Context: an optimization exercise on an open-source flow, tuned for small area and a short achievable clock period. The choices shown serve that exercise and are no tape-out recipe.

== 03-03 ==
==> module sort_cmp, before the edit <==
module sort_cmp (input logic [15:0] x, y, output logic lt);
    logic [15:0] e;
    logic [7:0] g1, e1;
    logic [3:0] g2, e2;
    logic [1:0] g3, e3;
    assign e = ~(x ^ y);
    for (genvar i = 0; i < 8; i++) begin : l1
        assign g1[i] = e[2*i+1] ? y[2*i] : y[2*i+1];
        assign e1[i] = e[2*i+1] & e[2*i];
    end
    for (genvar i = 0; i < 4; i++) begin : l2
        assign g2[i] = e1[2*i+1] ? g1[2*i] : g1[2*i+1];
        assign e2[i] = e1[2*i+1] & e1[2*i];
    end
    for (genvar i = 0; i < 2; i++) begin : l3
        assign g3[i] = e2[2*i+1] ? g2[2*i] : g2[2*i+1];
        assign e3[i] = e2[2*i+1] & e2[2*i];
    end
    assign lt = e3[1] ? g3[0] : g3[1];
endmodule
clock: 45.0 ns
lec_check: 0
cap_margin: 20
core_margin: 2
core_utilization: 40
slew_margin: 20
synth_hierarchical: 1
synth_minimum_keep_size: 0
run.sh (not shown) runs the stock make flow with config.mk's settings and CLKGATE_MAP_FILE= SYNTH_SCRIPT=/design/flow/synth_recipe.tcl, a recipe that flattens the netlist after the stock synthesis.
> inputs changed (03-03 -> 11-19)
-- flow/design.v --
<<< 03-03, line 526
endmodule
module sort_cmp (input logic [15:0] x, y, output logic lt);
    logic [15:0] e;
    logic [7:0] g1, e1;
    logic [3:0] g2, e2;
    logic [1:0] g3, e3;
    assign e = ~(x ^ y);
    for (genvar i = 0; i < 8; i++) begin : l1
        assign g1[i] = e[2*i+1] ? y[2*i] : y[2*i+1];
        assign e1[i] = e[2*i+1] & e[2*i];
    end
    for (genvar i = 0; i < 4; i++) begin : l2
        assign g2[i] = e1[2*i+1] ? g1[2*i] : g1[2*i+1];
        assign e2[i] = e1[2*i+1] & e1[2*i];
    end
    for (genvar i = 0; i < 2; i++) begin : l3
        assign g3[i] = e2[2*i+1] ? g2[2*i] : g2[2*i+1];
        assign e3[i] = e2[2*i+1] & e2[2*i];
    end
    assign lt = e3[1] ? g3[0] : g3[1];
endmodule
>>> 11-19, line 526
endmodule
module sort_cmp (input logic [15:0] x, y, output logic lt);
    assign lt = x < y;
endmodule
## What came out
Looking at the reports, 11-19 completed the entire flow and the layout it produced met the timing, design-rule and antenna checks. On layout cell share with drive strength beyond 1: between 03-03 and 11-19, it ends up higher for 03-03. Diff 03-03 -> 11-19: maximum achievable frequency now sits higher, horizontal die dimension now sits higher. 11-19 vs 03-03: final design instance area without fill up by a few percent. Comparing 03-03 against 11-19, there is no change at all in total I/O pin count.
Function was not checked in any run of this note: the RTL went through the layout flow alone.

---

Another version of the RTL of bubble_sort (not shown whole).
For scale: ~5600 cells after synthesis, roughly 1000 flip-flops, ~520 I/O pins, roughly 53000 um^2 of cells after synthesis.
==> module sort_cmp, before the edit <==
module sort_cmp (input logic [15:0] x, y, output logic lt);
    logic [15:1] e;
    logic [7:0] g1n, e1n;
    logic [3:0] g2, e2;
    logic [1:0] g3n, e3n;
    for (genvar i = 1; i < 16; i++) begin : l0
        sort_xnor u (.a(x[i]), .b(y[i]), .y(e[i]));
    end
    for (genvar i = 0; i < 8; i++) begin : l1
        sort_mux2i um (.s(e[2*i+1]), .a(y[2*i]), .b(y[2*i+1]), .y(g1n[i]));
        if (i > 0) begin : ge
            sort_nand2 ua (.a(e[2*i+1]), .b(e[2*i]), .y(e1n[i]));
        end else begin : gz
            assign e1n[i] = 1'b0;
        end
    end
    for (genvar i = 0; i < 4; i++) begin : l2
        sort_mux2i um (.s(e1n[2*i+1]), .a(g1n[2*i+1]), .b(g1n[2*i]), .y(g2[i]));
        sort_nor2 ua (.a(e1n[2*i+1]), .b(e1n[2*i]), .y(e2[i]));
    end
    for (genvar i = 0; i < 2; i++) begin : l3
        sort_mux2i um (.s(e2[2*i+1]), .a(g2[2*i]), .b(g2[2*i+1]), .y(g3n[i]));
        sort_nand2 ua (.a(e2[2*i+1]), .b(e2[2*i]), .y(e3n[i]));
    end
    sort_mux2i ur (.s(e3n[1]), .a(g3n[1]), .b(g3n[0]), .y(lt));
endmodule
==> module sort_xnor, before the edit <==
module sort_xnor (input logic a, b, output logic y);
    assign y = ~(a ^ b);
endmodule
==> module sort_mux2i, before the edit <==
module sort_mux2i (input logic s, a, b, output logic y);
    assign y = ~(s ? a : b);
endmodule
==> module sort_nand2, before the edit <==
module sort_nand2 (input logic a, b, output logic y);
    assign y = ~(a & b);
endmodule
==> module sort_nor2, before the edit <==
module sort_nor2 (input logic a, b, output logic y);
    assign y = ~(a | b);
endmodule
clock: 45.0 ns
lec_check: 0
cap_margin: 20
core_margin: 2
core_utilization: 40
slew_margin: 20
synth_hierarchical: 1
synth_minimum_keep_size: 0
Then changed:
--- a/flow/design.v
+++ b/flow/design.v
@@ -657,42 +657,24 @@
 endmodule
 module sort_inv16 (input logic [15:0] a, output logic [15:0] y);
     assign y = ~a;
 endmodule
 module sort_cmp (input logic [15:0] x, y, output logic lt);
-    logic [15:1] e;
-    logic [7:0] g1n, e1n;
+    logic [15:0] e;
+    logic [7:0] g1, e1;
     logic [3:0] g2, e2;
-    logic [1:0] g3n, e3n;
-    for (genvar i = 1; i < 16; i++) begin : l0
-        sort_xnor u (.a(x[i]), .b(y[i]), .y(e[i]));
-    end
+    logic [1:0] g3, e3;
+    assign e = ~(x ^ y);
     for (genvar i = 0; i < 8; i++) begin : l1
-        sort_mux2i um (.s(e[2*i+1]), .a(y[2*i]), .b(y[2*i+1]), .y(g1n[i]));
-        if (i > 0) begin : ge
-            sort_nand2 ua (.a(e[2*i+1]), .b(e[2*i]), .y(e1n[i]));
-        end else begin : gz
-            assign e1n[i] = 1'b0;
-        end
+        assign g1[i] = e[2*i+1] ? y[2*i] : y[2*i+1];
+        assign e1[i] = e[2*i+1] & e[2*i];
     end
     for (genvar i = 0; i < 4; i++) begin : l2
-        sort_mux2i um (.s(e1n[2*i+1]), .a(g1n[2*i+1]), .b(g1n[2*i]), .y(g2[i]));
-        sort_nor2 ua (.a(e1n[2*i+1]), .b(e1n[2*i]), .y(e2[i]));
+        assign g2[i] = e1[2*i+1] ? g1[2*i] : g1[2*i+1];
+        assign e2[i] = e1[2*i+1] & e1[2*i];
     end
     for (genvar i = 0; i < 2; i++) begin : l3
-        sort_mux2i um (.s(e2[2*i+1]), .a(g2[2*i]), .b(g2[2*i+1]), .y(g3n[i]));
-        sort_nand2 ua (.a(e2[2*i+1]), .b(e2[2*i]), .y(e3n[i]));
+        assign g3[i] = e2[2*i+1] ? g2[2*i] : g2[2*i+1];
+        assign e3[i] = e2[2*i+1] & e2[2*i];
     end
-    sort_mux2i ur (.s(e3n[1]), .a(g3n[1]), .b(g3n[0]), .y(lt));
-endmodule
-module sort_xnor (input logic a, b, output logic y);
-    assign y = ~(a ^ b);
-endmodule
-module sort_mux2i (input logic s, a, b, output logic y);
-    assign y = ~(s ? a : b);
-endmodule
-module sort_nand2 (input logic a, b, output logic y);
-    assign y = ~(a & b);
-endmodule
-module sort_nor2 (input logic a, b, output logic y);
-    assign y = ~(a | b);
+    assign lt = e3[1] ? g3[0] : g3[1];
 endmodule
Effect: Hold slack gets worse by 12 ps. Via count climbs by 6.2%. Register-to-register slack gets worse by 850 ps. Cell count rose by about 6%. Area after synthesis went up by about 1.3%. Design area grows by about 2%. Die area rises by 1.3%. Wire length is higher by about 5.5%. Maximum frequency stays flat. Global-route usage is higher by 1.5 points. Sequential share of layout area drops by 0.60 points. Setup slack got worse by 16 ps. Clock skew climbs by 4.4 ps.
Function was not checked in any run of this note: the RTL went through the layout flow alone.

## re-timing with driven ports
Ports are ideal in the flow. The routed layouts listed here were re-timed in OpenROAD.
Step 1, drivers: a clkbuf_16 drives clk and a buf_2 each remaining input, both assumed.
Step 2 adds t to the input delays and takes it off the output delays; t is the mean of the earliest and latest rising clock arrival at the registers after step 1. Input paths then give back, and output paths get back, about the clock's delay inside the block.
Three values: ideal, step 1, step 2; two values: the first two.
| run | shift t [ns] | setup slack, ns | clock arrival spread, ns |
|---|---|---|---|
| 03-03 | 0.786 | 30.728 / 30.728 / 30.728 | 0.045 / 0.045 |
| 11-19 | 0.786 | 31.174 / 31.174 / 31.174 | 0.029 / 0.029 |
| the first run of note 2 | 0.798 | 34.332 / 34.255 / 34.384 | 0.050 / 0.049 |
| the second run of note 2 | 0.806 | 34.316 / 34.237 / 34.243 | 0.053 / 0.053 |
After both steps setup and hold are still met in every run listed. The setup slack of the second run of note 2, which loses most, moves by -0.079 ns with the drivers and by -0.073 ns with both steps.
